From an optimization exercise on the open Yosys and OpenROAD flow, aimed at small area and a short achievable clock period; shortcuts taken in it are not production practice.
Function was not checked in any run shown here: the RTL went through the layout flow alone.
No activity file was given, so power comes from the tool's default toggle rates.

==> flow/design.v, too long to show whole: its modules and the start of the top module <==
// module float_copro_dp: 1529 lines
// module float_copro_enc: 30 lines
// module float_copro_add: 15 lines
// module float_copro: 62 lines
module float_copro
   (
    input  logic        clk,
    input  logic        copro_valid,
    input  logic        copro_accept,
    input  logic [10:0] copro_opcode,
    input  logic [31:0] copro_op0,
    input  logic [31:0] copro_op1,
    output logic        copro_complete,
    output logic [31:0] copro_result
    );
  // ...
==> flow/flow/run.sh <==
#!/bin/bash
# Standard ORFS layout (the standard.sh) with these changes:
#  - after the standard synthesis, flow/fixinv.py removes the inverters that
#    Yosys's full-adder extraction leaves between adder cells (it flips the
#    polarity of adder cells, which are self-dual), and the netlist is loaded
#    from the result;
#  - then flow/ksadd.py replaces the gates that add the upper result bits in
#    stage 2 (from the hs_r/hc_r propagate/generate registers and cy_r) by a
#    Kogge-Stone adder (kept only if Yosys proves the two netlists
#    equivalent);
#  - then flow/faexp.py rebuilds the full adders of the last tree levels
#    (depth 3 and more) from xor2 and maj3 cells, which are faster;
#  - ports are buffered with buf_1 cells (the standard flow picks a larger
#    delay cell); the resizer still sizes them up where timing needs it;
set -euo pipefail
MARGIN=${MARGIN:-9.5}
SPLIT=19      # S of gen/gen.py: result bits below it come from lo_r
R=orfs/results/$FLOW_PLATFORM/float_copro/base
bash standard.sh synth > log_synth.txt 2>&1
cp $R/1_2_yosys.v $R/1_2_yosys_orig.v
python3 flow/fixinv.py $R/1_2_yosys_orig.v $R/1_2_yosys_fixinv.v > log_fixinv.txt 2>&1
python3 flow/xorbal.py $R/1_2_yosys_fixinv.v $R/1_2_yosys_xorbal.v > log_xorbal.txt 2>&1
python3 flow/ksadd.py $R/1_2_yosys_xorbal.v $R/1_2_yosys_ksadd.v $SPLIT > log_ksadd.txt 2>&1
# keep the Kogge-Stone netlist only if Yosys proves it equivalent to the one before
LIB=$FLOW_HOME/platforms/$FLOW_PLATFORM/lib/sky130_fd_sc_hd__tt_025C_1v80.lib
cat > eq_ksadd.ys <<EOT
read_liberty -overwrite -ignore_miss_func $LIB
read_verilog $R/1_2_yosys_xorbal.v
rename float_copro gold
read_verilog $R/1_2_yosys_ksadd.v
rename float_copro gate
flatten gold gate
opt_clean
equiv_make gold gate eq
hierarchy -top eq
equiv_simple -seq 1
equiv_status -assert
EOT
if $FLOW_HOME/../tools/install/yosys/bin/yosys -q -s eq_ksadd.ys > log_eq_ksadd.txt 2>&1; then
  cp $R/1_2_yosys_ksadd.v $R/1_2_yosys_s2.v
else
  echo "ksadd netlist not proved equivalent; using the one before" >> log_eq_ksadd.txt
  cp $R/1_2_yosys_xorbal.v $R/1_2_yosys_s2.v
fi
python3 flow/faexp.py $R/1_2_yosys_s2.v $R/1_2_yosys.v 3 > log_faexp.txt 2>&1
rm -f $R/1_synth.odb $R/1_synth.sdc
bash standard.sh synth > log_synth_odb.txt 2>&1
for step in floorplan place cts route finish; do
  bash standard.sh SETUP_SLACK_MARGIN=$MARGIN \
    "BUFFER_PORTS_ARGS=-buffer_cell sky130_fd_sc_hd__buf_1" $step > log_$step.txt 2>&1
done
==> flow/flow/faexp.py <==
#!/usr/bin/env python3
"""Replace the full-adder cells of the last adder-tree levels by faster gates.

A sky130 full-adder cell is compact but slow from its inputs to SUM.  The
last levels of the product's adder tree lie on the longest paths of the
multiplier stage, so this script rebuilds each full adder whose depth (in
full adders from the registers) is at least MINDEPTH from two xor2 cells for
the sum and a maj3 cell for the carry.
Usage: faexp.py IN.v OUT.v MINDEPTH"""
import re, sys

inp, outp, mind = sys.argv[1], sys.argv[2], int(sys.argv[3])
LIB = "sky130_fd_sc_hd__"
OUTPINS = {"X", "Y", "Q", "Q_N", "COUT", "SUM", "HI", "LO"}
src = open(inp).read()
m = re.search(r"^\s*" + LIB, src, re.M)
head, body = src[:m.start()], src[m.start():]
end = body.rindex("endmodule")
tail, body = body[end:], body[:end]
inst_re = re.compile(r"\s*(" + LIB + r"\w+)\s+(\S+)\s*\((.*?)\);\s*", re.S)
pin_re = re.compile(r"\.(\w+)\(\s*(.*?)\s*\)\s*(?:,|$)", re.S)
cells, order = {}, []
pos = 0
while pos < len(body):
    mm = inst_re.match(body, pos)
    if not mm:
        if body[pos:].strip():
            sys.exit("unparsed netlist text: " + body[pos:pos + 200])
        break
    typ, name, pins = mm.groups()
    cells[name] = [typ, {p: n.strip() for p, n in pin_re.findall(pins.strip())}]
    order.append(name)
    pos = mm.end()
drv = {}
for c, (t, pm) in cells.items():
    for p, n in pm.items():
        if p in OUTPINS:
            drv[n] = c
def base(c):
    return cells[c][0][len(LIB):]
sys.setrecursionlimit(10000)
memo = {}
def depth(n):
    """full adders on the longest path from a register to net n"""
    if n in memo:
        return memo[n]
    memo[n] = 0
    c = drv.get(n)
    if c is None or base(c).startswith("df"):
        return 0
    d = max([depth(x) for p, x in cells[c][1].items() if p not in OUTPINS] + [0])
    if base(c).startswith("fa_"):
        d += 1
    memo[n] = d
    return d
fadepth = {c: depth(cells[c][1]["SUM"]) for c in order if base(c).startswith("fa_")}
nid = [0]
wires = []
count = 0
for c in list(order):
    if c not in cells or not base(c).startswith("fa_"):
        continue
    pm = cells[c][1]
    if fadepth[c] < mind:
        continue
    a, b, ci = pm["A"], pm["B"], pm["CIN"]
    nid[0] += 1
    t = f"_faexp_n{nid[0]}_"
    wires.append(t)
    del cells[c]
    cells[c + "_x1"] = [LIB + "xor2_1", {"A": a, "B": b, "X": t}]
    cells[c + "_x2"] = [LIB + "xor2_1", {"A": t, "B": ci, "X": pm["SUM"]}]
    cells[c + "_mj"] = [LIB + "maj3_1", {"A": a, "B": b, "C": ci, "X": pm["COUT"]}]
    order += [c + "_x1", c + "_x2", c + "_mj"]
    count += 1
def esc(n):
    return n + " " if n.startswith("\\") else n
def cname(n):
    return n if not n.startswith("\\") else n + " "
out = [head]
for w in wires:
    out.append(f"  wire {w};\n")
for c in order:
    if c in cells:
        t, pm = cells[c]
        out.append(f"  {t} {cname(c)} (\n" + ",\n".join(f"    .{p}({esc(n)})" for p, n in pm.items()) + "\n  );\n")
out.append(tail)
open(outp, "w").write("".join(out))
print(f"faexp: {count} full adders of depth >= {mind} rebuilt from gates", file=sys.stderr)
==> flow/flow/fixinv.py <==
#!/usr/bin/env python3
"""Remove inverters around full adders in a Yosys-written gate netlist.

A full adder is self-dual: FA(~a, ~b, ~c) = (~cout, ~sum).  Yosys's extract_fa
leaves many inverters between adder cells.  This script chooses a polarity for
every full-adder cell (all its pins inverted or not) and for every xor2/xnor2
cell (an xor2 is an xnor2 with its output inverted), so that as few signals as
possible are needed in both polarities, and rebuilds the netlist with one
inverter for each signal that is.  Usage: fixinv.py IN.v OUT.v"""
import re, sys, random, math

LIB = "sky130_fd_sc_hd__"
OUTPINS = {"X", "Y", "Q", "Q_N", "COUT", "SUM", "HI", "LO"}

src = open(sys.argv[1]).read()
m = re.search(r"^\s*" + LIB, src, re.M)
head, body = src[:m.start()], src[m.start():]
end = body.rindex("endmodule")
tail, body = body[end:], body[:end]

inst_re = re.compile(r"\s*(" + LIB + r"\w+)\s+(\S+)\s*\((.*?)\);\s*", re.S)
pin_re = re.compile(r"\.(\w+)\(\s*(.*?)\s*\)\s*(?:,|$)", re.S)
cells, order = {}, []
pos = 0
while pos < len(body):
    mm = inst_re.match(body, pos)
    if not mm:
        if body[pos:].strip():
            sys.exit("unparsed netlist text: " + body[pos:pos + 200])
        break
    typ, name, pins = mm.groups()
    cells[name] = [typ, {p: n.strip() for p, n in pin_re.findall(pins.strip())}]
    order.append(name)
    pos = mm.end()

ports = set()
for mo in re.finditer(r"^\s*(?:output|input)\s+(\[\d+:\d+\]\s*)?(\S+)\s*;", head, re.M):
    rng, nm = mo.groups()
    if rng:
        a, b = map(int, re.findall(r"\d+", rng))
        ports.update(f"{nm}[{i}]" for i in range(min(a, b), max(a, b) + 1))
    ports.add(nm)

def kind(c):
    t = cells[c][0][len(LIB):]
    if t.startswith("inv_") or t.startswith("clkinv_"):
        return "inv"
    if t.startswith("fa_"):
        return "fa"
    if t.startswith("xor2_") or t.startswith("xnor2_"):
        return "x2"
    return "other"

drv, lds = {}, {}
for c, (t, pm) in cells.items():
    for p, n in pm.items():
        (drv.__setitem__(n, (c, p)) if p in OUTPINS else lds.setdefault(n, []).append((c, p)))

# root of every net through inverter chains
def root(n):
    par = 0
    seen = 0
    while n in drv and kind(drv[n][0]) == "inv" and seen < 50:
        n = cells[drv[n][0]][1]["A"]
        par ^= 1
        seen += 1
    return n, par

invs = [c for c in cells if kind(c) == "inv"]
roots = {}   # root net -> {"loads": [(cell, pin, par)], "names": {par: name}}
def R(r):
    return roots.setdefault(r, {"loads": [], "names": {0: r}})
for n in set(list(drv) + list(lds)):
    if n in drv and kind(drv[n][0]) == "inv":
        r, par = root(n)
        R(r)["names"].setdefault(par, n)
for c in cells:
    if kind(c) == "inv":
        continue
    for p, n in cells[c][1].items():
        if p in OUTPINS:
            continue
        r, par = root(n)
        R(r)["loads"].append((c, p, par))
for r, d in roots.items():
    for par, name in list(d["names"].items()):
        pass
port_need = {}
for pn in ports:
    if pn in drv or pn in lds:
        r, par = root(pn)
        if r in roots or pn in drv:
            R(r)
            if roots[r]["names"].get(par) not in (None, pn):
                # two names of the same phase, one a port: keep as is by making the
                # port a separate load that needs that phase
                pass
            roots[r]["names"][par] = pn
            port_need.setdefault(r, set()).add(par)

flip = {c: 0 for c in cells if kind(c) in ("fa", "x2")}
def drvflip(r):
    d = drv.get(r)
    if d is None:
        return 0
    c = d[0]
    return flip.get(c, 0)

def loadflip(c):
    return flip.get(c, 0) if kind(c) == "fa" else 0

def cost_root(r):
    d = roots[r]
    s = drvflip(r)
    need = set()
    for c, p, par in d["loads"]:
        need.add(par ^ loadflip(c) ^ s)
    for par in port_need.get(r, ()):
        need.add(par ^ s)
    return 1 if len(need) > 1 or (need == {1}) else 0
# note: need == {1} alone means every load wants the other phase: 1 inverter

cell_roots = {}
for r, d in roots.items():
    if r in drv:
        cell_roots.setdefault(drv[r][0], set()).add(r)
    for c, p, par in d["loads"]:
        cell_roots.setdefault(c, set()).add(r)

def total():
    return sum(cost_root(r) for r in roots)

start_inv = len(invs)
best = total()
cur = best
bestflip = dict(flip)
vars_ = list(flip)
random.seed(1)
T = 1.0
N = 60000
for it in range(N):
    T = 1.0 * (1 - it / N) + 0.02
    c = random.choice(vars_)
    rs = cell_roots.get(c, ())
    before = sum(cost_root(r) for r in rs)
    flip[c] ^= 1
    after = sum(cost_root(r) for r in rs)
    dlt = after - before
    if dlt <= 0 or random.random() < math.exp(-dlt / T):
        cur += dlt
        if cur < best:
            best = cur
            bestflip = dict(flip)
    else:
        flip[c] ^= 1
flip = bestflip

# rebuild
for c in invs:
    del cells[c]
newid = [0]
new_wires = []
def fresh(base):
    newid[0] += 1
    n = f"_fixinv_{newid[0]}_"
    new_wires.append(n)
    return n
ninv = 0
for r, d in roots.items():
    s = drvflip(r)
    names = dict(d["names"])
    if r in drv:
        # driver output now carries phase s
        pass
    need = {}
    for c, p, par in d["loads"]:
        ph = par ^ loadflip(c)
        need.setdefault(ph, []).append((c, p))
    for par in port_need.get(r, ()):
        need.setdefault(par, [])
    if not need:
        continue
    # the driven net: name of phase s
    if s not in names:
        names[s] = fresh(r)
    if r in drv:
        c, p = drv[r]
        cells[c][1][p] = names[s]
    for ph, lst in need.items():
        if ph not in names:
            names[ph] = fresh(r)
        for c, p in lst:
            cells[c][1][p] = names[ph]
        if ph != s:
            newid[0] += 1
            nm = f"_fixinv_i{newid[0]}_"
            cells[nm] = [LIB + "inv_1", {"A": names[s], "Y": names[ph]}]
            order.append(nm)
            ninv += 1
for c in cells:
    if kind(c) == "fa" and flip[c]:
        pass  # pins already rewired by phase; the cell itself is unchanged

for c in list(cells):
    if kind(c) == "x2" and flip[c]:
        t = cells[c][0]
        pm = cells[c][1]
        if "xnor2_" in t:
            cells[c][0] = t.replace("xnor2_", "xor2_")
            pm["X"] = pm.pop("Y")
        else:
            cells[c][0] = t.replace("xor2_", "xnor2_")
            pm["Y"] = pm.pop("X")
out = [head]
for w in new_wires:
    out.append(f"  wire {w};\n")
for c in order:
    if c in cells:
        t, pm = cells[c]
        out.append(f"  {t} {c} (\n" + ",\n".join(f"    .{p}({n}{' ' if n.startswith(chr(92)) else ''})" for p, n in pm.items()) + "\n  );\n")
out.append(tail)
open(sys.argv[2], "w").write("".join(out))
print(f"fixinv: inverters {start_inv} -> {ninv} (model {best}); flipped {sum(flip.values())} cells",
      file=sys.stderr)
==> flow/flow/ksadd.py <==
#!/usr/bin/env python3
"""Rebuild the adder in front of the upper result bits as a Kogge-Stone adder.

In stage 2, copro_result[S+i] = p_i ^ carry_i, where p_i (register hs_r[i])
and g_i (register hc_r[i]) are the propagate/generate pairs of the upper
bits and the carry into them starts with cy_r.  ABC maps this adder as
slack permits in its own view, which ignores the output delay.  This script
removes the gates in the fan-in of those output ports and puts in a
Kogge-Stone prefix tree of alternating a21oi/o21ai and nand2/nor2 cells.
With MODE sc the registers hs_r/hc_r hold the two carry-save rows instead,
and the propagate/generate pairs are formed here first.
Usage: ksadd.py IN.v OUT.v S [pg|sc]"""
import re, sys

inp, outp, S = sys.argv[1], sys.argv[2], int(sys.argv[3])
MODE = sys.argv[4] if len(sys.argv) > 4 else "pg"
LIB = "sky130_fd_sc_hd__"
OUTPINS = {"X", "Y", "Q", "Q_N", "COUT", "SUM", "HI", "LO"}
src = open(inp).read()
m = re.search(r"^\s*" + LIB, src, re.M)
head, body = src[:m.start()], src[m.start():]
end = body.rindex("endmodule")
tail, body = body[end:], body[:end]
inst_re = re.compile(r"\s*(" + LIB + r"\w+)\s+(\S+)\s*\((.*?)\);\s*", re.S)
pin_re = re.compile(r"\.(\w+)\(\s*(.*?)\s*\)\s*(?:,|$)", re.S)
cells, order = {}, []
pos = 0
while pos < len(body):
    mm = inst_re.match(body, pos)
    if not mm:
        if body[pos:].strip():
            sys.exit("unparsed netlist text: " + body[pos:pos + 200])
        break
    typ, name, pins = mm.groups()
    cells[name] = [typ, {p: n.strip() for p, n in pin_re.findall(pins.strip())}]
    order.append(name)
    pos = mm.end()
drv, lds = {}, {}
for c, (t, pm) in cells.items():
    for p, n in pm.items():
        (drv.__setitem__(n, c) if p in OUTPINS else lds.setdefault(n, []).append(c))

def base(c):
    return cells[c][0][len(LIB):]

pq, gq, cy = {}, {}, None
for c, (t, pm) in cells.items():
    if not base(c).startswith("dfxtp"):
        continue
    nm = c.lstrip("\\")
    mo = re.match(r"hs_r\[(\d+)\]", nm)
    if mo:
        pq[int(mo.group(1))] = pm["Q"]
    mo = re.match(r"hc_r\[(\d+)\]", nm)
    if mo:
        gq[int(mo.group(1))] = pm["Q"]
    if nm.startswith("cy_r"):
        cy = pm["Q"]
H = 32 - S
assert cy and all(i in pq for i in range(H)), (cy, sorted(pq))
outs = [f"copro_result[{S + i}]" for i in range(H)]

# gates in the fan-in of the upper outputs, back to registers
cone, stack = set(), list(outs)
while stack:
    n = stack.pop()
    c = drv.get(n)
    if c is None or c in cone or base(c).startswith("df"):
        continue
    cone.add(c)
    stack += [x for p, x in cells[c][1].items() if p not in OUTPINS]
for c in cone:
    for p, n in cells[c][1].items():
        if p in OUTPINS:
            for l in lds.get(n, []):
                assert l in cone, f"{c} also feeds {l}"
for c in cone:
    del cells[c]

nid = [0]
wires = []
def net():
    nid[0] += 1
    w = f"_ksadd_n{nid[0]}_"
    wires.append(w)
    return w
def cell(typ, pins):
    nid[0] += 1
    nm = f"_ksadd_c{nid[0]}_"
    cells[nm] = [LIB + typ, pins]
    order.append(nm)
def inv(s):
    y = net()
    cell("inv_1", {"A": s, "Y": y})
    return y

# propagate/generate of every upper bit, as (net, inverted)
pbit, gbit = {}, {}
for i in range(H):
    if MODE == "pg" or i not in gq:
        pbit[i] = (pq[i], 0)
        gbit[i] = (gq[i], 0) if (MODE == "pg" and i in gq) else (None, 0)
    else:
        y = net()
        cell("xnor2_1", {"A": pq[i], "B": gq[i], "Y": y})
        pbit[i] = (y, 1)
        y = net()
        cell("nand2_1", {"A": pq[i], "B": gq[i], "Y": y})
        gbit[i] = (y, 1)
# node k: position 0 = carry in (g = cy, p = 0), position k = bit k-1
G = [(cy, 0)] + [gbit[k - 1] for k in range(1, H)]
P = [None] + [pbit[k - 1] for k in range(1, H)]
def topol(sig, want):
    s, pol = sig
    return s if pol == want else inv(s)
d = 1
while d < H:
    nG, nP = list(G), list(P)
    for k in range(d, H):
        gk, pk, gj = G[k], P[k], G[k - d]
        if pk is None or gj[0] is None:
            continue       # propagate 0 or nothing to pass on: G unchanged
        if gk[0] is None:  # generate 0: G = P_k & G_j
            pol = pk[1]
            a, b = topol(pk, pol), topol(gj, pol)
            y = net()
            cell("nand2_1" if pol == 0 else "nor2_1", {"A": a, "B": b, "Y": y})
            nG[k] = (y, 1 - pol)
        else:
            pol = gk[1]
            a1, a2, b1 = topol(pk, pol), topol(gj, pol), gk[0]
            y = net()
            cell("a21oi_1" if pol == 0 else "o21ai_1", {"A1": a1, "A2": a2, "B1": b1, "Y": y})
            nG[k] = (y, 1 - pol)
        pj = P[k - d]
        if pj is None:
            nP[k] = None
        else:
            pol = pk[1]
            a, b = topol(pk, pol), topol(pj, pol)
            y = net()
            cell("nand2_1" if pol == 0 else "nor2_1", {"A": a, "B": b, "Y": y})
            nP[k] = (y, 1 - pol)
    G, P = nG, nP
    d *= 2
for i in range(H):
    c, pol = G[i]
    pn, ppol = pbit[i]
    if c is None:
        cell("buf_1" if ppol == 0 else "inv_1", {"A": pn, ("X" if ppol == 0 else "Y"): outs[i]})
    elif pol == ppol:
        cell("xor2_1", {"A": pn, "B": c, "X": outs[i]})
    else:
        cell("xnor2_1", {"A": pn, "B": c, "Y": outs[i]})

ndrv = {}
for c, (t, pm) in cells.items():
    for p, n in pm.items():
        if p in OUTPINS:
            ndrv[n] = ndrv.get(n, 0) + 1
assert all(v == 1 for v in ndrv.values()), "a net with two drivers"
assert all(ndrv.get(o) == 1 for o in outs)

def esc(n):
    return n + " " if n.startswith("\\") else n
out = [head]
for w in wires:
    out.append(f"  wire {w};\n")
for c in order:
    if c in cells:
        t, pm = cells[c]
        out.append(f"  {t} {c} (\n" + ",\n".join(f"    .{p}({esc(n)})" for p, n in pm.items()) + "\n  );\n")
out.append(tail)
open(outp, "w").write("".join(out))
print(f"ksadd: replaced {len(cone)} gates by a {H}-bit Kogge-Stone adder", file=sys.stderr)
==> flow/flow/xorbal.py <==
#!/usr/bin/env python3
"""Rebalance xor trees in a gate netlist by estimated arrival time.

ABC sees the logic between full-adder cells with every input arriving at the
same time, so the parity of the top product column (an xor of many adder
outputs) often has its latest inputs at the bottom of the tree.  This pass
finds every tree of xor2/xnor2/xor3/xnor3 cells (each inner cell feeding only
the next one), estimates when each leaf signal arrives with a coarse delay
model, and rebuilds the tree from xor2 cells, always joining the two earliest
signals (an xnor2 at the root when the parity is inverted).
Usage: xorbal.py IN.v OUT.v"""
import re, sys

LIB = "sky130_fd_sc_hd__"
OUTPINS = {"X", "Y", "Q", "Q_N", "COUT", "SUM", "HI", "LO"}

src = open(sys.argv[1]).read()
m = re.search(r"^\s*" + LIB, src, re.M)
head, body = src[:m.start()], src[m.start():]
end = body.rindex("endmodule")
tail, body = body[end:], body[:end]
inst_re = re.compile(r"\s*(" + LIB + r"\w+)\s+(\S+)\s*\((.*?)\);\s*", re.S)
pin_re = re.compile(r"\.(\w+)\(\s*(.*?)\s*\)\s*(?:,|$)", re.S)
cells, order = {}, []
pos = 0
while pos < len(body):
    mm = inst_re.match(body, pos)
    if not mm:
        if body[pos:].strip():
            sys.exit("unparsed netlist text: " + body[pos:pos + 200])
        break
    typ, name, pins = mm.groups()
    cells[name] = [typ, {p: n.strip() for p, n in pin_re.findall(pins.strip())}]
    order.append(name)
    pos = mm.end()
ports = set()
for mo in re.finditer(r"^\s*(?:output|input)\s+(\[\d+:\d+\]\s*)?(\S+)\s*;", head, re.M):
    rng, nm = mo.groups()
    if rng:
        a, b = map(int, re.findall(r"\d+", rng))
        ports.update(f"{nm}[{i}]" for i in range(min(a, b), max(a, b) + 1))
    ports.add(nm)

def base(c):
    return re.sub(r"_\d+$", "", cells[c][0][len(LIB):])

XOR = {"xor2": (["A", "B"], "X", 0), "xnor2": (["A", "B"], "Y", 1),
       "xor3": (["A", "B", "C"], "X", 0), "xnor3": (["A", "B", "C"], "X", 1)}

def build():
    drv, lds = {}, {}
    for c, (t, pm) in cells.items():
        for p, n in pm.items():
            if p in OUTPINS:
                drv[n] = (c, p)
            else:
                lds.setdefault(n, []).append((c, p))
    return drv, lds
drv, lds = build()

DELAY = {"fa": {"SUM": 0.5, "COUT": 0.42}, "ha": {"SUM": 0.3, "COUT": 0.25},
         "dfxtp": {"Q": 0.4}, "xor2": 0.2, "xnor2": 0.2, "xor3": 0.35, "xnor3": 0.35,
         "inv": 0.07, "buf": 0.15, "clkbuf": 0.15}
memo = {}
def arrival(n, depth=0):
    if n in memo:
        return memo[n]
    d = drv.get(n)
    if d is None or depth > 400:
        return 0.0
    c, p = d
    b = base(c)
    dl = DELAY.get(b, 0.2)
    if isinstance(dl, dict):
        dl = dl.get(p, 0.3)
    dl += 0.02 * len(lds.get(n, []))
    if b.startswith("dfxtp") or b.startswith("dfrtp"):
        t = dl
    else:
        t = dl + max([arrival(x, depth + 1) for q, x in cells[c][1].items()
                      if q not in OUTPINS] + [0.0])
    memo[n] = t
    return t

def is_x(c):
    return c in cells and base(c) in XOR

def inner(c):
    """c is an inner node: its output feeds exactly one load, an xor cell."""
    out = cells[c][1][XOR[base(c)][1]]
    l = lds.get(out, [])
    return out not in ports and len(l) == 1 and is_x(l[0][0])

sys.setrecursionlimit(10000)
for n in list(drv):
    arrival(n)
QUANT = 0.8
roots = [c for c in order if is_x(c) and not inner(c)]
newid = [0]
new_wires = []
changed = 0
for r in roots:
    leaves, parity, members = [], 0, []
    stack = [r]
    while stack:
        c = stack.pop()
        members.append(c)
        ins, out, inv = XOR[base(c)]
        parity ^= inv
        for p in ins:
            n = cells[c][1][p]
            d = drv.get(n)
            if d and is_x(d[0]) and inner(d[0]) and d[0] not in members:
                stack.append(d[0])
            else:
                # an inverter in front of the tree only flips its parity
                while d and d[0] in cells and base(d[0]) in ("inv", "clkinv"):
                    n = cells[d[0]][1]["A"]
                    parity ^= 1
                    d = drv.get(n)
                leaves.append(n)
    if len(leaves) < 3:
        continue
    # equal leaves cancel
    cnt = {}
    for n in leaves:
        cnt[n] = cnt.get(n, 0) + 1
    leaves = [n for n in cnt for _ in range(cnt[n] % 2)]
    if len(leaves) < 2:
        continue
    # arrival estimates are coarse: quantize them so that leaves of about the
    # same arrival are joined in balanced trees rather than chains
    items = sorted((round(arrival(n) / QUANT) * QUANT, n) for n in leaves)
    rout = cells[r][1][XOR[base(r)][1]]
    for c in members:
        del cells[c]
    while len(items) > 1:
        (t0, x), (t1, y) = items[0], items[1]
        items = items[2:]
        last = not items
        newid[0] += 1
        nm = f"_xorbal_{newid[0]}_"
        if last:
            o = rout
            typ = "xnor2_1" if parity else "xor2_1"
        else:
            o = f"_xorbal_n{newid[0]}_"
            new_wires.append(o)
            typ = "xor2_1"
        cells[nm] = [LIB + typ, {"A": x, "B": y, ("Y" if typ.startswith("xnor") else "X"): o}]
        order.append(nm)
        items.append((max(t0, t1) + 0.2, o))
        items.sort()
    changed += 1

# drop inverters left without loads
while True:
    drv, lds = build()
    dead = [c for c in cells if base(c) in ("inv", "clkinv")
            and not lds.get(cells[c][1]["Y"]) and cells[c][1]["Y"] not in ports]
    if not dead:
        break
    for c in dead:
        del cells[c]

out = [head]
for w in new_wires:
    out.append(f"  wire {w};\n")
for c in order:
    if c in cells:
        t, pm = cells[c]
        out.append(f"  {t} {c} (\n" + ",\n".join(
            f"    .{p}({n}{' ' if n.startswith(chr(92)) else ''})" for p, n in pm.items()) + "\n  );\n")
out.append(tail)
open(sys.argv[2], "w").write("".join(out))
print(f"xorbal: rebuilt {changed} xor trees", file=sys.stderr)
==> flow/standard.sh <==
#!/bin/bash
# synth_recipe.tcl (not shown) runs the flow's synth.tcl, then flattens the netlist and writes it again
# the make line also repeats each setting of config.mk as NAME=value (left out here)
make -C /OpenROAD-flow-scripts/flow DESIGN_CONFIG=/design/flow/config.mk WORK_HOME=/design/flow/orfs CLKGATE_MAP_FILE= SYNTH_SCRIPT=/design/flow/synth_recipe.tcl "${@:-finish}"
==> flow/config.mk <==
export PLATFORM = sky130hd
export DESIGN_NAME = float_copro
export DESIGN_NICKNAME = float_copro
export VERILOG_FILES = /design/flow/design.v
export SDC_FILE = /design/flow/constraint.sdc
export NUM_CORES = 4
export LEC_CHECK = 0
export CAP_MARGIN = 20
export CORE_MARGIN = 2
export CORE_UTILIZATION = 65
export SLEW_MARGIN = 20
==> flow/constraint.sdc <==
create_clock -name core_clock -period 14.0 [get_ports {clk}]
set_input_delay 2.8000 -clock core_clock [delete_from_list [all_inputs] [get_ports {clk}]]
set_output_delay 2.8000 -clock core_clock [all_outputs]
set_load 0.01 [all_outputs]
==> results.yml, run 1 <==
detailed_routing:
  met3_length_mm: 3.96
  dr.pass1.iters: 6
  wl_met2_mm: 19.7
  highest_layer: "met4"
run_status:
  outcome: "timing/DRC/antenna clean"
critical_path:
  crit_buf_inv: 1
  r2r_slack_ps: 9690
  start_kind: "register"
  crit_cells: 6
  crit_path_end: "copro_complete"
sta:
  max_freq_mhz: 220
  finalSetupTns_ps: 0
  worst_slack_ps: 9460
  final_max_slew_viol_count: 0
clocking:
  h-tree-depth: 4
  clk_latency_ps: 450
  cts_setup_buffers: 3
  clock_path_buffers: 2
synth:
  netlist_instances: 1637
die:
  fp.dieW_microns: 160
  dieArea_sq_um: 25800
power:
  p_seq_w: 0.000655
  p_per_area_nw_per_um2: 183
  pg_clk_w: 0.000508
  sw_frac_of_total_pct: 45.1
  p_comb_share_pct: 63.1
placement:
  port_buffers: 101
  dp.cells: 1951
global_route:
  track_usage_pct: 34.0
  antenna_found_initial: 0
min_path:
  min_from: "cnt[3]"
layout:
  largest_cell_class: "multi-input gates"
  stdcell_area_sq_um: 17200
  clk_share_pct: 3.63
  layout_common_cells: "xnor2_1 (271), a22oi_1 (226), xor2_1 (191)"
  drive_above_1_share_pct: 8.76
==> module float_copro, before the edit <==
module float_copro
   (
    input  logic        clk,
    input  logic        copro_valid,
    input  logic        copro_accept,
    input  logic [10:0] copro_opcode,
    input  logic [31:0] copro_op0,
    input  logic [31:0] copro_op1,
    output logic        copro_complete,
    output logic [31:0] copro_result
    );
   wire mul_d    = copro_opcode[1:0] == 2'd2;
   wire addsub_d = !copro_opcode[1];
   wire sub_d    = copro_opcode[1:0] == 2'd1;
   logic        mul_r, as_r;    
   logic [3:0]  cnt;            
   logic [31:0] b_r, c_r;
   logic [15:0] one, two, neg;
   logic [15:0] one_d, two_d, neg_d;
   float_copro_enc encoder (
      .a(copro_op0), .mul(mul_d), .addsub(addsub_d), .sub(sub_d),
      .one(one_d), .two(two_d), .neg(neg_d)
   );
   logic [15:0] one_r, two_r, neg_r;
   assign one = one_r;
   assign two = two_r;
   assign neg = neg_r;
   logic [18:0] lo_d, lo_r;
   logic        cy_d, cy_r;
   logic [12:0] hs_d, hc_d, hs_r, hc_r;
   float_copro_dp datapath (
      .one(one), .two(two), .neg(neg), .b(b_r), .c(c_r),
      .lo(lo_d), .lo_cy(cy_d), .hi_s(hs_d), .hi_c(hc_d)
   );
   always_ff @(posedge clk) begin
      b_r   <= copro_op1;
      mul_r <= mul_d;
      as_r  <= addsub_d;
      one_r <= one_d;
      two_r <= two_d;
      neg_r <= neg_d;
      c_r   <= copro_op0 & {32{addsub_d}};
      lo_r  <= lo_d;
      cy_r  <= cy_d;
      hs_r  <= hs_d;
      hc_r  <= hc_d;
      if (!copro_valid || copro_accept)
         cnt <= 4'd0;
      else if (cnt != 4'd15)
         cnt <= cnt + 4'd1;
   end
   assign copro_complete = mul_r ? cnt >= 4'd2 : as_r ? cnt >= 4'd3 : cnt >= 4'd11;
   wire [13:0] carry;
   assign carry[0] = cy_r;
   genvar i;
   generate
      for (i = 0; i < 13; i = i + 1) begin : hi_carry
         assign carry[i+1] = hc_r[i] | (hs_r[i] & carry[i]);
      end
   endgenerate
   assign copro_result = {hs_r ^ carry[12:0], lo_r};
endmodule
==> run 2, diff against run 1 <==
--- a/flow/design.v
+++ b/flow/design.v
@@ -1,18 +1,18 @@
 module float_copro_dp (
    input  logic [15:0] one,
    input  logic [15:0] two,
    input  logic [15:0] neg,
    input  logic [31:0] b,
    input  logic [31:0] c,
-   output logic [18:0] lo,
+   output logic [23:0] lo,
    output logic        lo_cy,
-   output logic [12:0] hi_s,
-   output logic [12:0] hi_c
+   output logic [7:0] hi_s,
+   output logic [7:0] hi_c
    );
    wire pp0_0;
    wire pp0_1;
    wire pp0_2;
    wire pp0_3;
    wire pp0_4;
    wire pp0_5;
    wire pp0_6;
@@ -1518,19 +1518,19 @@
    assign tx24 = tx22 ^ tx23;
    assign tx25 = fc99 ^ fc142;
    assign tx26 = tx24 ^ tx25;
    assign tx27 = tx26 ^ fc143;
    assign tx28 = tx27 ^ fc168;
    assign tx29 = tx28 ^ fc196;
    wire [31:0] rs = {tx29, fc195, fc194, fc193, fc192, fc191, fc190, fc189, fc188, fc187, fc186, fc185, fc184, fc183, fc182, fc181, fc180, fc179, fc178, fc177, fc176, fc175, fc174, fc173, fc172, fc171, fc170, hc29, hs29, hc28, hc27, pp0_0};
    wire [31:0] rc = {1'b0, fs196, fs195, fs194, fs193, fs192, fs191, fs190, fs189, fs188, fs187, fs186, fs185, fs184, fs183, fs182, fs181, fs180, fs179, fs178, fs177, fs176, fs175, fs174, fs173, fs172, fs171, fs170, fc169, fs169, hs28, hs27};
-   float_copro_add #(.N(19), .CI(0)) lo_add (.a(rs[18:0]), .b(rc[18:0]), .ci(1'b0), .y({lo_cy, lo}));
-   assign hi_s = rs[31:19] ^ rc[31:19];
-   assign hi_c = rs[31:19] & rc[31:19];
+   float_copro_add #(.N(24), .CI(0)) lo_add (.a(rs[23:0]), .b(rc[23:0]), .ci(1'b0), .y({lo_cy, lo}));
+   assign hi_s = rs[31:24] ^ rc[31:24];
+   assign hi_c = rs[31:24] & rc[31:24];
 endmodule
 module float_copro_enc (
    input  logic [31:0] a,
    input  logic        mul,
    input  logic        addsub,
    input  logic        sub,
    output logic [15:0] one,
    output logic [15:0] two,
@@ -1594,19 +1594,19 @@
    float_copro_enc encoder (
       .a(copro_op0), .mul(mul_d), .addsub(addsub_d), .sub(sub_d),
       .one(one_d), .two(two_d), .neg(neg_d)
    );
    logic [15:0] one_r, two_r, neg_r;
    assign one = one_r;
    assign two = two_r;
    assign neg = neg_r;
-   logic [18:0] lo_d, lo_r;
+   logic [23:0] lo_d, lo_r;
    logic        cy_d, cy_r;
-   logic [12:0] hs_d, hc_d, hs_r, hc_r;
+   logic [7:0] hs_d, hc_d, hs_r, hc_r;
    float_copro_dp datapath (
       .one(one), .two(two), .neg(neg), .b(b_r), .c(c_r),
       .lo(lo_d), .lo_cy(cy_d), .hi_s(hs_d), .hi_c(hc_d)
    );
    always_ff @(posedge clk) begin
       b_r   <= copro_op1;
       mul_r <= mul_d;
       as_r  <= addsub_d;
@@ -1619,18 +1619,18 @@
       hs_r  <= hs_d;
       hc_r  <= hc_d;
       if (!copro_valid || copro_accept)
          cnt <= 4'd0;
       else if (cnt != 4'd15)
          cnt <= cnt + 4'd1;
    end
    assign copro_complete = mul_r ? cnt >= 4'd2 : as_r ? cnt >= 4'd3 : cnt >= 4'd11;
-   wire [13:0] carry;
+   wire [8:0] carry;
    assign carry[0] = cy_r;
    genvar i;
    generate
-      for (i = 0; i < 13; i = i + 1) begin : hi_carry
+      for (i = 0; i < 8; i = i + 1) begin : hi_carry
          assign carry[i+1] = hc_r[i] | (hs_r[i] & carry[i]);
       end
    endgenerate
-   assign copro_result = {hs_r ^ carry[12:0], lo_r};
+   assign copro_result = {hs_r ^ carry[7:0], lo_r};
 endmodule
--- a/flow/flow/run.sh
+++ b/flow/flow/run.sh
@@ -9,17 +9,17 @@
 #    Kogge-Stone adder (kept only if Yosys proves the two netlists
 #    equivalent);
 #  - then flow/faexp.py rebuilds the full adders of the last tree levels
 #    (depth 3 and more) from xor2 and maj3 cells, which are faster;
 #  - ports are buffered with buf_1 cells (the standard flow picks a larger
 #    delay cell); the resizer still sizes them up where timing needs it;
 set -euo pipefail
 MARGIN=${MARGIN:-9.5}
-SPLIT=19      # S of gen/gen.py: result bits below it come from lo_r
+SPLIT=24      # S of gen/gen.py: result bits below it come from lo_r
 R=orfs/results/$FLOW_PLATFORM/float_copro/base
 bash standard.sh synth > log_synth.txt 2>&1
 cp $R/1_2_yosys.v $R/1_2_yosys_orig.v
 python3 flow/fixinv.py $R/1_2_yosys_orig.v $R/1_2_yosys_fixinv.v > log_fixinv.txt 2>&1
 python3 flow/xorbal.py $R/1_2_yosys_fixinv.v $R/1_2_yosys_xorbal.v > log_xorbal.txt 2>&1
 python3 flow/ksadd.py $R/1_2_yosys_xorbal.v $R/1_2_yosys_ksadd.v $SPLIT > log_ksadd.txt 2>&1
 # keep the Kogge-Stone netlist only if Yosys proves it equivalent to the one before
 LIB=$FLOW_HOME/platforms/$FLOW_PLATFORM/lib/sky130_fd_sc_hd__tt_025C_1v80.lib
==> results.yml, run 2 <==
synth:
  netlist_instances: 1609
  syn_area_per_cell_sq_um: 9.72
  syn_nets: 1896
  syn_area_sq_um: 15600
  yosys_warnings: 1
layout:
  layout_common_cells: "xnor2_1 (257), a22oi_1 (226), xor2_1 (201)"
  area_delta_synth_final_pct: 10.8
  num_antenna_cells: 0
  mostFrequentLayoutCell: "xnor2_1"
  drive_above_1_share_pct: 9.31
  reg_top3: "b_r (32), c_r (32), lo_r (24)"
  stdcell_area_sq_um: 17300
  regArea_sq_um: 3210
  multi_input_area_sq_um: 12100
  nets: 1928
  fin_util_pct: 73.6
  num-fill-cells: 1803
detailed_routing:
  drt_wl_total_mm: 43.7
  drc: 0
  dr.pass1.iters: 7
  antenna_left: 0
  vias_per_cell: 6.38
  wl_per_cell_microns: 22.2
  num_vias: 12600
  drtIter0Drc: 1252
critical_path:
  required_ps: 14340
  rr_startpoint: "neg_r[10]"
  cp_slowest_cell: "dfxtp_1"
  crit_path_end: "lo_r[23]"
  cp_max_fo: 12
  critical_path_class: "reg -> reg"
  path_cells: "xnor2_1, fa_1, fa_1, maj3_1, maj3_1, xor2_1, xor2_1, ha_2, and4bb_4, a2111oi_4"
  start_kind: "register"
  critical_path_arrival_ps: 4760
  crit_buf_inv: 0
  crit_cells: 10
  end_kind: "register"
  slowest_delay_ps: 950
  cp-startpoint: "neg_r[10]"
  cpLargestDelayFamily: "adder cells"
  rr_endpoint: "lo_r[23]"
  r2r_cells: 10
  r2r_slack_ps: 9570
min_path:
  hp-class: "reg -> reg"
  min_path_cells: 2
  min_from: "cnt[1]"
sta:
  finalSetupTns_ps: 0
  slew_headroom_pct: 36.5
  hold_violations: 0
  holdWs_ps: 541
  max_freq_mhz: 226
  period_share_pct: 31.6
  layout_min_cycle_time_ps: 4430
  fin_skew_ps: 20.6
  tightest_slew_ps: 950
  grt_setup_unrepaired: "true"
  setup_violations: 0
  final_max_slew_viol_count: 0
die:
  start_util_pct: 66.4
  dieArea_sq_um: 25300
  dieHeight_microns: 159
  core_area_sq_um: 23500
  row_count: 56
  fp.dieW_microns: 159
  ioPinCount: 111
power:
  peakVddDrop_uv: 230
  seq_power_share_pct: 18.1
  p_comb_share_pct: 67.7
  p_per_area_nw_per_um2: 197
  p_clk_share_pct: 14.2
  cellInternalPower_w: 0.00188
  p_leak_nw: 6.88
  netSwitchingPower_w: 0.00153
  finalPower_w: 0.00341
  sw_frac_of_total_pct: 44.9
clocking:
  cts_tree: "built"
  clock_path_buffers: 2
  clk_pin_slew_worst_paths_ps: 80
  h-tree-depth: 4
  cts_buffers: 17
  root_buffer: "clkbuf_16"
  clock_sinks: 158
  clk_latency_ps: 450
  cts_hold_buf: 0
global_route:
  antenna_found_initial: 0
  gr-total-overflow: 0
  grt_pass1_vias: 12200
  grt_pass1_wl_mm: 67.5
  grt_max_degree: 51
  track_usage_pct: 33.9
flow_run:
  drv_cap: 0
run_status:
  outcome: "timing/DRC/antenna clean"
placement:
  dpl.hpwl_mm: 29.6
  gp_routability_congestion: 0.904
  port_buffers: 101
  dpl_cell_area_sq_um: 16200
run 2: changes by cell type in the layout (fill, tap and decap cells not counted), moves of 5 or more:
cell      previous run  this run
xnor2_1            271       257
buf_6                0        13
buf_4               40        30
buf_1               94       100
nor2_2               5         0
a221oi_1            27        19
o21a_1               8         2
inv_6                1         7
dfxtp_2             24        14
xor2_1             191       201
run 2: cell type report:
type | count | area share [%]
inverters | 19 | 0.433
clock buffers | 18 | 2.48
flip-flops and latches | 158 | 18.6
well taps | 319 | 2.30
repair buffers | 153 | 5.32
clock inverters | 14 | 0.975
multi-input cells | 1292 | 69.9
run 2: power by group through the flow:
stage                     Clock, W  Sequential [W]  Combinational [W]
after floorplan                  0        0.000617            0.00169
after global placement           0        0.000621            0.00207
after detailed placement         0        0.000623            0.00215
after CTS                 0.000489        0.000613            0.00217
after global routing      0.000508        0.000621            0.00256
final                     0.000484        0.000616            0.00231
run 2: worst min-delay path by stage:
stage	end	slack [ps]
after floorplan	cnt[2]	520
after global routing	cnt[1]	580
after detailed placement	cnt[1]	570
final	cnt[1]	540
after CTS	cnt[1]	580
after global placement	cnt[2]	550
run 2: stage by stage:
step	setup WS, ps	cells
final	9570	1973
after detailed placement	8860	1928
after CTS	9460	1962
after floorplan	9510	1609
after global placement	8900	1928
after global routing	9440	1973
run 2: timing repair:
action                                  4_1_cts  5_1_grt
cloned                                        0        2
endpoints found under the setup margin       12        7
endpoints found under the hold margin         0        0
gates resized for setup                      32       72
pin swaps                                     2       23
setup buffers                                 2        9
run 2: routing by layer:
layer	track usage (%)	vias to the layer above	wire (microns)	part of all wire, %
li1	-	5641	-	-
met1	46.2	6071	17900	41
met2	52.8	748	19400	44
met3	8.70	133	4740	11
met4	11.2	0	1650	3.8
met5	0	-	0	0
run 2: worst register-to-register path, stage by stage (launching register included):
cell       delay [ps]
dfxtp_1           950
xnor2_1           210
fa_1              540
fa_1              550
maj3_1            420
maj3_1            410
xor2_1            170
xor2_1            180
ha_2              410
and4bb_4          220
a2111oi_4         270

==> static timing again, ports no longer ideal <==
The results above use ideal ports. As a check the final layouts listed here were re-extracted and re-timed, cells and wires unchanged. Step 1 assumes that a clkbuf_16 drives the clock port and a buf_2 every other input. Step 2 moves the port delays by t, midway between the first and last clock arrival at a register: inputs arrive t later, outputs are due t later. That takes back most of the time a late clock gives input paths. Three values: ideal ports, drivers, drivers and shift; two values: the first two.
run	shift t [ns]	setup WS [ns]	worst slew at a driven data input, ns
run 1	0.488	9.459 / 9.406 / 9.261	0.05
run 2	0.488	9.574 / 9.535 / 9.574	0.05
After both steps setup and hold are still met in every run listed. For run 1, which loses most, drivers alone change the setup slack by -0.053 ns; drivers and shift together by -0.198 ns.
